This is an optimization exercise on Yosys and OpenROAD, whose aim is small area, not a production implementation.
In this exercise RTL edits were held to simulation tests only and were not proved equivalent to the original.
Power and IR drop assume default switching activity.

File: design.v
module CRC(input [14:0] q, input [63:0] d, output [14:0] c);
  wire x0 = q[8] ^ d[57];
  wire x1 = d[11] ^ x0;
  wire x2 = q[1] ^ d[50];
  wire x3 = q[0] ^ d[49];
  wire x4 = q[14] ^ d[63];
  wire x5 = x1 ^ x3;
  wire x6 = d[30] ^ d[47];
  wire x7 = d[29] ^ d[43];
  wire x8 = d[6] ^ d[26];
  wire x9 = d[19] ^ d[45];
  wire x10 = q[13] ^ d[62];
  wire x11 = q[9] ^ d[58];
  wire x12 = d[31] ^ x2;
  wire x13 = d[12] ^ d[48];
  wire x14 = d[21] ^ d[22];
  wire x15 = q[2] ^ d[51];
  wire x16 = d[24] ^ d[46];
  wire x17 = d[1] ^ d[10];
  wire x18 = d[25] ^ d[44];
  wire x19 = q[7] ^ d[56];
  wire x20 = q[3] ^ d[52];
  wire x21 = d[2] ^ d[13];
  wire x22 = q[6] ^ d[55];
  wire x23 = d[4] ^ d[9];
  wire x24 = q[12] ^ d[61];
  wire x25 = q[5] ^ d[54];
  wire x26 = q[10] ^ d[59];
  wire x27 = q[11] ^ d[60];
  wire x28 = q[4] ^ d[53];
  wire x29 = d[23] ^ d[40];
  wire x30 = x4 ^ x25;
  wire x31 = d[32] ^ x8;
  wire x32 = d[5] ^ d[18];
  wire x33 = x6 ^ x18;
  wire x34 = x7 ^ x16;
  wire x35 = d[27] ^ x9;
  wire x36 = d[20] ^ x32;
  wire x37 = x5 ^ x22;
  wire x38 = d[39] ^ x14;
  wire x39 = x12 ^ x28;
  wire x40 = d[0] ^ d[38];
  wire x41 = d[28] ^ x26;
  wire x42 = x13 ^ x24;
  wire x43 = x11 ^ x35;
  wire x44 = x21 ^ x27;
  wire x45 = d[17] ^ x23;
  wire x46 = x20 ^ x33;
  wire x47 = x10 ^ x17;
  wire x48 = d[16] ^ d[42];
  wire x49 = d[41] ^ x37;
  wire x50 = d[36] ^ x43;
  wire x51 = d[34] ^ x41;
  wire x52 = d[3] ^ x15;
  wire x53 = x30 ^ x40;
  wire x54 = x19 ^ x36;
  wire x55 = d[32] ^ x34;
  wire x56 = x45 ^ x51;
  wire x57 = d[33] ^ x50;
  wire x58 = d[15] ^ x49;
  wire x59 = x17 ^ x29;
  wire x60 = x31 ^ x39;
  wire x61 = d[23] ^ x46;
  wire x62 = d[41] ^ x42;
  wire x63 = x29 ^ x44;
  wire x64 = d[7] ^ x38;
  wire x65 = d[37] ^ x52;
  wire x66 = d[14] ^ x19;
  wire x67 = x34 ^ x61;
  wire x68 = d[44] ^ x47;
  wire x69 = d[26] ^ d[35];
  wire x70 = d[8] ^ d[47];
  wire x71 = d[5] ^ x30;
  wire x72 = d[8] ^ d[22];
  wire x73 = d[38] ^ x64;
  wire x74 = x4 ^ x20;
  wire x75 = x53 ^ x56;
  wire x76 = d[3] ^ x62;
  wire x77 = d[0] ^ d[48];
  wire x78 = d[6] ^ d[14];
  wire x79 = d[35] ^ x31;
  wire x80 = d[45] ^ x59;
  wire x81 = d[20] ^ x65;
  wire x82 = x58 ^ x63;
  wire x83 = d[1] ^ x14;
  wire x84 = d[31] ^ x79;
  wire x85 = x22 ^ x60;
  wire x86 = d[17] ^ x13;
  wire x87 = d[10] ^ x12;
  wire x88 = x1 ^ x44;
  wire x89 = x48 ^ x87;
  wire x90 = x66 ^ x76;
  wire x91 = d[29] ^ x23;
  wire x92 = d[42] ^ x69;
  wire x93 = x2 ^ x68;
  wire x94 = x27 ^ x54;
  wire x95 = x15 ^ x67;
  wire x96 = x24 ^ x88;
  wire x97 = x72 ^ x80;
  wire x98 = d[33] ^ x47;
  wire x99 = d[11] ^ d[12];
  wire x100 = d[25] ^ x90;
  wire x101 = d[37] ^ x53;
  wire x102 = d[21] ^ x5;
  wire x103 = x55 ^ x97;
  wire x104 = d[7] ^ x81;
  wire x105 = d[4] ^ d[46];
  wire x106 = d[18] ^ x25;
  wire x107 = x6 ^ x100;
  wire x108 = d[43] ^ x71;
  wire x109 = x46 ^ x94;
  wire x110 = x9 ^ x52;
  wire x111 = x4 ^ x39;
  wire x112 = x38 ^ x110;
  wire x113 = d[16] ^ x99;
  wire x114 = x10 ^ x86;
  wire x115 = x3 ^ x105;
  wire x116 = x19 ^ x64;
  wire x117 = x63 ^ x71;
  wire x118 = d[8] ^ x11;
  wire x119 = d[2] ^ x8;
  wire x120 = d[36] ^ x77;
  wire x121 = d[28] ^ x65;
  wire x122 = x43 ^ x104;
  wire x123 = d[34] ^ x89;
  wire x124 = x42 ^ x59;
  wire x125 = x28 ^ x118;
  wire x126 = x96 ^ x121;
  wire x127 = d[2] ^ x45;
  wire x128 = x78 ^ x112;
  wire x129 = x54 ^ x57;
  wire x130 = d[30] ^ x93;
  wire x131 = x103 ^ x109;
  wire x132 = x35 ^ x49;
  wire x133 = x31 ^ x70;
  wire x134 = x55 ^ x57;
  wire x135 = d[13] ^ d[39];
  wire x136 = d[14] ^ x91;
  wire x137 = d[40] ^ x107;
  wire x138 = d[3] ^ x51;
  wire x139 = d[19] ^ x84;
  wire x140 = x73 ^ x124;
  wire x141 = x21 ^ x26;
  wire x142 = x42 ^ x102;
  wire x143 = x7 ^ x78;
  wire x144 = x111 ^ x131;
  wire x145 = x60 ^ x95;
  wire x146 = x39 ^ x70;
  wire x147 = x32 ^ x33;
  wire x148 = x119 ^ x123;
  wire x149 = d[24] ^ x50;
  wire x150 = d[11] ^ x148;
  wire x151 = x16 ^ x92;
  wire x152 = x56 ^ x77;
  wire x153 = x83 ^ x134;
  wire x154 = x62 ^ x141;
  wire x155 = x122 ^ x142;
  wire x156 = d[24] ^ x140;
  wire x157 = d[43] ^ x41;
  wire x158 = x128 ^ x146;
  wire x159 = x117 ^ x158;
  wire x160 = x102 ^ x154;
  wire x161 = x137 ^ x149;
  wire x162 = x5 ^ x144;
  wire x163 = x33 ^ x75;
  wire x164 = d[27] ^ x104;
  wire x165 = x57 ^ x145;
  wire x166 = x28 ^ x147;
  wire x167 = d[42] ^ x163;
  wire x168 = x101 ^ x139;
  wire x169 = d[5] ^ x101;
  wire x170 = x92 ^ x162;
  wire x171 = x99 ^ x130;
  wire x172 = d[13] ^ x18;
  wire x173 = d[28] ^ x170;
  wire x174 = x37 ^ x38;
  wire x175 = x98 ^ x127;
  wire x176 = x11 ^ x15;
  wire x177 = x45 ^ x94;
  wire x178 = x75 ^ x103;
  wire x179 = x21 ^ x125;
  wire x180 = x36 ^ x73;
  wire x181 = d[15] ^ x115;
  wire x182 = d[19] ^ x48;
  wire x183 = x40 ^ x143;
  wire x184 = x168 ^ x174;
  wire x185 = x89 ^ x132;
  wire x186 = x58 ^ x114;
  wire x187 = x157 ^ x186;
  wire x188 = x133 ^ x182;
  wire x189 = x151 ^ x166;
  wire x190 = d[39] ^ x82;
  wire x191 = x74 ^ x171;
  wire x192 = x10 ^ x116;
  wire x193 = x85 ^ x129;
  wire x194 = x83 ^ x85;
  wire x195 = d[35] ^ x91;
  wire x196 = x26 ^ x195;
  wire x197 = x138 ^ x179;
  wire x198 = x159 ^ x196;
  wire x199 = x0 ^ x156;
  wire x200 = x82 ^ x153;
  wire x201 = x173 ^ x176;
  wire x202 = x61 ^ x184;
  wire x203 = x177 ^ x202;
  wire x204 = x54 ^ x93;
  wire x205 = x136 ^ x190;
  wire x206 = x167 ^ x194;
  wire x207 = x155 ^ x183;
  wire x208 = d[15] ^ x161;
  wire x209 = x95 ^ x152;
  wire x210 = d[30] ^ x200;
  wire x211 = x84 ^ x172;
  wire x212 = x100 ^ x178;
  wire x213 = x20 ^ x212;
  wire x214 = x48 ^ x211;
  wire x215 = x164 ^ x187;
  wire x216 = x135 ^ x213;
  wire x217 = x175 ^ x207;
  wire x218 = x34 ^ x206;
  wire x219 = d[9] ^ x188;
  wire x220 = x106 ^ x160;
  wire x221 = x10 ^ x169;
  wire x222 = x180 ^ x197;
  wire x223 = d[9] ^ x165;
  wire x224 = x210 ^ x221;
  wire x225 = x150 ^ x208;
  wire x226 = x126 ^ x219;
  wire x227 = x113 ^ x198;
  wire x228 = x74 ^ x217;
  wire x229 = x220 ^ x223;
  wire x230 = x185 ^ x209;
  wire x231 = x191 ^ x222;
  wire x232 = x189 ^ x205;
  wire x233 = x98 ^ x232;
  wire x234 = x192 ^ x230;
  wire x235 = x105 ^ x214;
  wire x236 = x108 ^ x225;
  wire x237 = x193 ^ x199;
  wire x238 = x181 ^ x231;
  wire x239 = x204 ^ x226;
  wire x240 = x96 ^ x218;
  wire x241 = x120 ^ x239;
  wire x242 = x86 ^ x201;
  wire x243 = x215 ^ x235;
  assign c[0] = x228;
  assign c[1] = x238;
  assign c[2] = x227;
  assign c[3] = x224;
  assign c[4] = x234;
  assign c[5] = x242;
  assign c[6] = x229;
  assign c[7] = x240;
  assign c[8] = x203;
  assign c[9] = x237;
  assign c[10] = x216;
  assign c[11] = x233;
  assign c[12] = x236;
  assign c[13] = x243;
  assign c[14] = x241;
endmodule
module OneShot(input pulse, input clk, input rst, output out);
	reg on, hi;
	always @(posedge clk or posedge rst) begin
		if (rst) begin
			on <= 1'b0;
			hi <= 1'b0;
		end else begin
			on <= pulse & ~on & ~hi;
			hi <= on | (hi & pulse);
		end
	end
	assign out = on;
endmodule
module can_tx(
	output tx_buf,
	output can_bitstuff,
	output txing,
	input rx,
	input tx,
	input [10:0] address,
	input [63:0] data,
	input send_data,
	input baud_tick,
	input clk,
	input rst
	);
	localparam IDLE = 7'd44;
	reg [6:0] p;
	reg f;
	reg [14:0] d;
	wire upd;
	wire [14:0] n;
	OneShot os(send_data, clk, rst, upd);
	CRC crc(d | {15{f}}, data, n);
	wire ones = &n;
	always @(posedge clk or posedge rst) begin
		if (rst) begin
			f <= 1'b1;
			d <= 15'd0;
		end else if (upd) begin
			f <= ones;
			if (!ones) d <= n;
		end
	end
	wire idle = ~p[6] & p[5] & ~p[4] & ~p[1] & ~p[0];
	wire sof_addr = ~p[6] & p[5] & ((~p[4] & (p[1] | p[0])) | (p[4] & (~p[3] | ~(p[2] | p[1] | p[0]))));
	wire eof_last = ~p[6] & ~p[5] & p[4] & p[3];
	assign txing = ~idle;
	assign can_bitstuff = p[6] | (~p[5] & ~p[4] & ~(&p[3:0])) | (p[5] & (p[4] | p[1]));
	reg amux, cmux;
	always @(*) begin
		case (p[3:0])
			4'd0: amux = address[8];
			4'd1: amux = address[7];
			4'd2: amux = address[6];
			4'd3: amux = address[5];
			4'd4: amux = address[4];
			4'd5: amux = address[3];
			4'd6: amux = address[2];
			4'd7: amux = address[1];
			4'd8: amux = address[0];
			4'd12: amux = 1'b1;
			4'd14: amux = address[10] & ~p[4];
			4'd15: amux = address[9] & ~p[4];
			default: amux = 1'b0;
		endcase
		case (p[3:0])
			4'd15: cmux = 1'b1;
			default: cmux = d[4'd14 - p[3:0]];
		endcase
	end
	wire dmux = data[6'd63 - p[5:0]];
	assign tx_buf = p[6] ? dmux : p[5] ? amux : p[4] | cmux;
	wire load = (sof_addr & (rx ^ tx)) | eof_last;
	always @(posedge clk or posedge rst) begin
		if (rst) p <= IDLE;
		else if (baud_tick) begin
			if (load) p <= IDLE;
			else if (~idle | send_data) p <= p + 7'd1;
		end
	end
endmodule
module tx_container(output tx, input tx_buf, input can_bitstuff, input clk);
	reg prev;
	reg [12:0] t;
	reg w;
	wire keep = can_bitstuff & (tx_buf == prev);
	wire m4000 = t[0] & t[1] & t[2] & ~t[3] & ~t[4] & t[5] & ~t[7] & ~t[9] & ~t[11] & ~t[12];
	wire m5000 = t[2] & t[3] & t[4] & t[5] & t[6] & t[7];
	wire clr = ~keep | (w & m5000);
	always @(posedge clk) begin
		prev <= tx_buf;
		if (clr) begin
			t <= 13'd34;
			w <= 1'b0;
		end else begin
			t <= {t[11:0], ~(t[12] ^ t[0])};
			w <= w | m4000;
		end
	end
	assign tx = tx_buf ^ w;
endmodule
module BaudGen(input clk, input rst, output baud_tick);
	reg [9:0] s;
	reg half;
	wire last = s[0] & ~s[1] & ~s[3] & s[4] & ~s[5] & ~s[7] & s[8];
	assign baud_tick = last & ~half;
	always @(posedge clk) begin
		if (rst | last) s <= 10'd95;
		else s <= {s[8:0], ~(s[9] ^ s[2])};
		if (rst) half <= 1'b0;
		else if (last) half <= ~half;
	end
endmodule
module Main(
	output CAN_TX,
	output txing,
	input CAN_RX,
	input RESET,
	input CLOCK_SIGNAL_IN,
	input send_data,
	input [10:0] address,
	input [63:0] transmit_data
	);
	wire baud_tick, tx_buf, can_bitstuff;
	BaudGen baud_calc(CLOCK_SIGNAL_IN, RESET, baud_tick);
	can_tx tx_block(tx_buf, can_bitstuff, txing, CAN_RX, CAN_TX, address,
		transmit_data, send_data, baud_tick, CLOCK_SIGNAL_IN, RESET);
	tx_container stuffer(CAN_TX, tx_buf, can_bitstuff, CLOCK_SIGNAL_IN);
endmodule
File: run.sh
#!/bin/bash
# synth_recipe.tcl (not shown) runs the flow's synth.tcl, then flattens the netlist and writes it again
# the make line also repeats each setting of config.mk as NAME=value (left out here)
make -C /OpenROAD-flow-scripts/flow DESIGN_CONFIG=/design/flow/config.mk WORK_HOME=/design/flow/orfs CLKGATE_MAP_FILE= SYNTH_SCRIPT=/design/flow/synth_recipe.tcl finish
File: config.mk
export PLATFORM = sky130hd
export DESIGN_NAME = Main
export DESIGN_NICKNAME = Main
export VERILOG_FILES = /design/flow/design.v
export SDC_FILE = /design/flow/constraint.sdc
export NUM_CORES = 4
export LEC_CHECK = 0
export CAP_MARGIN = 20
export CORE_MARGIN = 2
export CORE_UTILIZATION = 40
export SLEW_MARGIN = 20
File: constraint.sdc
create_clock -name core_clock -period 10.0 [get_ports {CLOCK_SIGNAL_IN}]
set_input_delay 2.0000 -clock core_clock [delete_from_list [all_inputs] [get_ports {CLOCK_SIGNAL_IN}]]
set_output_delay 2.0000 -clock core_clock [all_outputs]
set_load 0.01 [all_outputs]
==> key figures <==
Setup path
  • Crit path kind: in2out
  • CP required: 8000 ps
  • Most frequent CP cell: clkdlybuf4s50_1
  • FF-to-FF setup slack: 5960 ps
  • Setup crit end kind: output pin
  • Reg2Reg Depth: 9
  • Worst r2r src: tx_block.f
  • CP Max Fanout: 4
  • Reg2reg end: tx_block.d[9]
  • Cell Chain, Critical Path: clkdlybuf4s50_1, mux4_2, a22o_1, o21ai_0, a21oi_1, o311ai_2, xnor2_1, clkdlybuf4s50_1
  • CP max stage cell: clkdlybuf4s50_1
  • Nature of the critical path startpoint: input pin
  • Slowest Stage Delay on Critical Path: 570 ps
  • CP arrival: 4850 ps

Outcome
  • Status: complete, no violations

Clock tree
  • Clk sinks: 51
  • CTS Buf Count: 5
  • Setup Buffers After CTS: 0
  • CTS H-tree depth: 2
  • Cts repair resizes: 0
  • Clock Path Buffers: 2
  • Root Driver: clkbuf_16
  • Worst-skew pair later-pin latency: 290 ps
  • CTS tree: built
  • CTS clk-pin slew, worst paths: 70 ps
  • Post-CTS Hold Buffers: 0

Synth
  • Mapped Nets: 586
  • Seq/Total Area, Yosys: 20.4%
  • Number of synthesized flops with an enable pin: 0
  • Synth Warn #: 4
  • Asr flop ratio synth: 49.0%
  • Cells after Synth: 503
  • Area leader, netlist: xnor3_1
  • Synthesis-stage register bit count: 51
  • Post-Syn Area: 5650 µm²
  • Distinct cells, synth: 58
  • Top post-synthesis cells by area: xnor3_1 (22%), xnor2_1 (20%), dfrtp_1 (9.3%)
  • Synth Flop Type: dfxtp_1
  • Share of the synthesized area in the top cell type: 21.5%
  • Syn_area_per_cell: 11.2 µm²

Global route
  • Vias in the first global route: 4222
  • GR Overflow Total: 0
  • Largest net degree at the start of global routing: 26
  • Initial antenna violation count: 0
  • First-pass GRT wire length: 25.6 mm
  • Total GRT Usage: 23.3%

Pwr
  • Sw Ratio: 41.0%
  • Worst IR Drop VDD: 0.276 mV
  • Sequential share of power: 13.7%
  • Power Total: 2.50 mW
  • Gate power share: 78.3%
  • Clk pwr share: 8.0%
  • Static Leakage: 2.96 nW
  • Switch Pwr: 1.02 mW
  • Int Pwr: 1.47 mW
  • PwrDens: 368 nW/µm²

Floorplanning
  • Die Width: 123 µm
  • Die area: 15100 µm²
  • Core footprint: 13800 µm²
  • FP Rows: 43
  • Initial core utilization: 40.8%
  • Chip height: 123 µm
  • Num ports: 81

Cells and area
  • Register area: 1150 µm²
  • Final #Nets: 659
  • Fillers: 1232
  • ANT cells: 0
  • Area delta synth->final: 20.3%
  • Fin area: 6800 µm²
  • Multi-input gate area: 4340 µm²
  • Share of cells above drive strength 1: 7.80%

Placed design
  • I/O Buffers: 80
  • Placer congestion estimate: 0.949
  • DP Area: 6610 µm²
  • Detailed Place HPWL: 14.1 mm

Hold path
  • Hold crit path type: reg2reg
  • Hold_sp: tx_block.os.hi
  • Hold EP: tx_block.os.on
  • Hold Path Cell Cnt: 1

Run
  • Max-cap violations: 0

STA
  • Worst slew pin tran: 963 ps
  • Min cycle time layout: 6850 ps
  • Setup TNS: 0 ps
  • Slew HR: 35.7%
  • Hold Vio Cnt, Final: 0
  • Slew Limit Fails: 0
  • Clock Skew: 8.88 ps
  • RSZ-0062 raised after global routing: false
  • Final setup fails: 0
  • Max frequency: 0.146 GHz
  • Final period util: 68.5%

Routing
  • Via density: 5.49
  • Initial DRC count: 430
  • Routed WL per cell: 22.4 µm
  • Residual DRC: 0
  • DRT antenna net count: 0
  • Via Count: 4154
  • DR pass1 iterations: 5
  • Post-Route WL: 17.0 mm
sequential cells by signal (all words and copies together) (netlist names):
| name | flops |
|---|---|
| stuffer.t | 13 |
| tx_block.f | 1 |
| baud_calc.s | 10 |
| tx_block.d | 15 |
| tx_block.os.on | 1 |
| stuffer.w | 1 |
| tx_block.p | 7 |
| tx_block.os.hi | 1 |
| baud_calc.half | 1 |
| stuffer.prev | 1 |
layout by cell type (no fill, tap or decap), types with 6 or more instances in the layout:
cell / netlist / routed
a21oi_1: 15 / 15
a22oi_1: 12 / 12
and2_1: 15 / 15
clkbuf_16: 0 / 7
clkdlybuf4s50_1: 0 / 80
dfrtp_1: 21 / 21
dfxtp_1: 26 / 26
inv_1: 21 / 21
mux2i_1: 7 / 7
mux4_2: 18 / 18
nand2_1: 10 / 10
nand2b_1: 6 / 6
nor2_1: 36 / 36
o21ai_0: 8 / 8
xnor2_1: 126 / 126
xnor3_1: 54 / 54
xor2_1: 35 / 35
power by group through the flow:
| stage | registers, mW | logic, mW | clock network (mW) |
|---|---|---|---|
| 6_report | 0.343 | 1.96 | 0.199 |
| 5_1_grt | 0.350 | 2.09 | 0.215 |
| 4_1_cts | 0.342 | 1.96 | 0.204 |
| 3_5_place_dp | 0.346 | 1.94 | 0 |
| 3_3_place_gp | 0.345 | 1.93 | 0 |
| 2_1_floorplan | 0.312 | 1.56 | 0 |
routing by layer:
layer | GRT usage [%] | part of all wire (%) | up-vias
met5 | 0 | 0 | -
met4 | 3.23 | 1.1 | 0
met3 | 9.20 | 10 | 17
met2 | 37.9 | 47 | 169
met1 | 30.1 | 42 | 2066
li1 | - | - | 1902
cell usage after synthesis, types with 2 or more instances:
master	instances
mux2i_1	7
nor2b_1	5
a21oi_1	15
dfrtp_1	21
xnor3_2	2
nand4_1	3
and2_1	15
xnor3_1	54
a22o_1	5
nor2_1	36
nand2b_1	6
mux2_2	4
xor3_1	5
nand3_1	3
mux4_2	18
nor4b_1	2
clkbuf_1	9
nor3_1	5
xnor2_1	126
nand2_1	10
nor3b_1	2
o21ai_0	8
or2_2	2
buf_2	4
and3_1	2
or3_1	3
xor2_1	35
inv_1	21
a31oi_1	4
dfstp_2	4
ha_1	4
dfxtp_1	26
a22oi_1	12
worst max path at each step:
stage,cells past startpoint,start,endpoint
6_report,8,transmit_data[51],CAN_TX
5_1_grt,8,transmit_data[51],CAN_TX
4_1_cts,8,transmit_data[51],CAN_TX
3_5_place_dp,8,transmit_data[26],CAN_TX
3_3_place_gp,8,transmit_data[51],CAN_TX
2_1_floorplan,7,transmit_data[31],CAN_TX
kinds of logic (layout without fill, tap and decap cells):
| group | after synthesis | count (layout) | synth area share (%) |
|---|---|---|---|
| multiplexers | 30 | 30 | 9.68 |
| adder cells (fa/ha/maj) | 4 | 4 | 0.886 |
| AND/OR/NAND/NOR | 100 | 100 | 9.22 |
| buffers and inverters | 37 | 111 | 2.70 |
| flip-flops | 51 | 51 | 20.4 |
| XOR/XNOR | 224 | 224 | 50.0 |
| AO/OA/AOI/OAI | 57 | 57 | 7.09 |
layout make-up:
type                    instances  area share (%)
flip-flops and latches         51            16.9
repair buffers                 82            12.0
well taps                     180            3.31
clock buffers                   7            2.58
multi-input cells             415            63.9
inverters                      21            1.16
clock inverters                 1          0.0921
critical path, delay by kind of cell:
family | cells | cell delay, ps
XOR/XNOR | 1 | 170
multiplexers | 1 | 560
AO/OA/AOI/OAI | 4 | 980
buffers and inverters | 2 | 1120
metrics by stage:
stage | hold WS, ps | setup WS [ps] | std cells | util, %
floorplan | 406 | 4400 | 503 | -
global placement | 409 | 3150 | 749 | 47.8
detailed placement | 416 | 3160 | 749 | 47.8
CTS | 432 | 3150 | 757 | 49.1
global route | 448 | 3030 | 757 | 49.1
finish | 428 | 3150 | 757 | 49.1

## separate check: timing with driven ports
The results above use ideal ports. As a check the final layout listed here was re-extracted and re-timed, cells and wires unchanged.
Step 1: set_driving_cell puts a clkbuf_16 on CLOCK_SIGNAL_IN and a buf_2 on each other input, an assumption about the parent block.
Step 2 moves the port delays by t, midway between the first and last clock arrival at a register: inputs arrive t later, outputs are due t later. That takes back most of the time a late clock gives input paths.
Slacks: ideal / step 1 / step 2; pairs: ideal / step 1.
t, ns: 0.325
slack for setup (ns): 3.154 / 3.128 / 3.128
clock arrival spread, ns: 0.009 / 0.009
worst slew at a driven data input, ns: 0.05
After both steps setup and hold are still met in this run. The setup slack of this run moves by -0.026 ns with the drivers and by -0.026 ns with both steps.
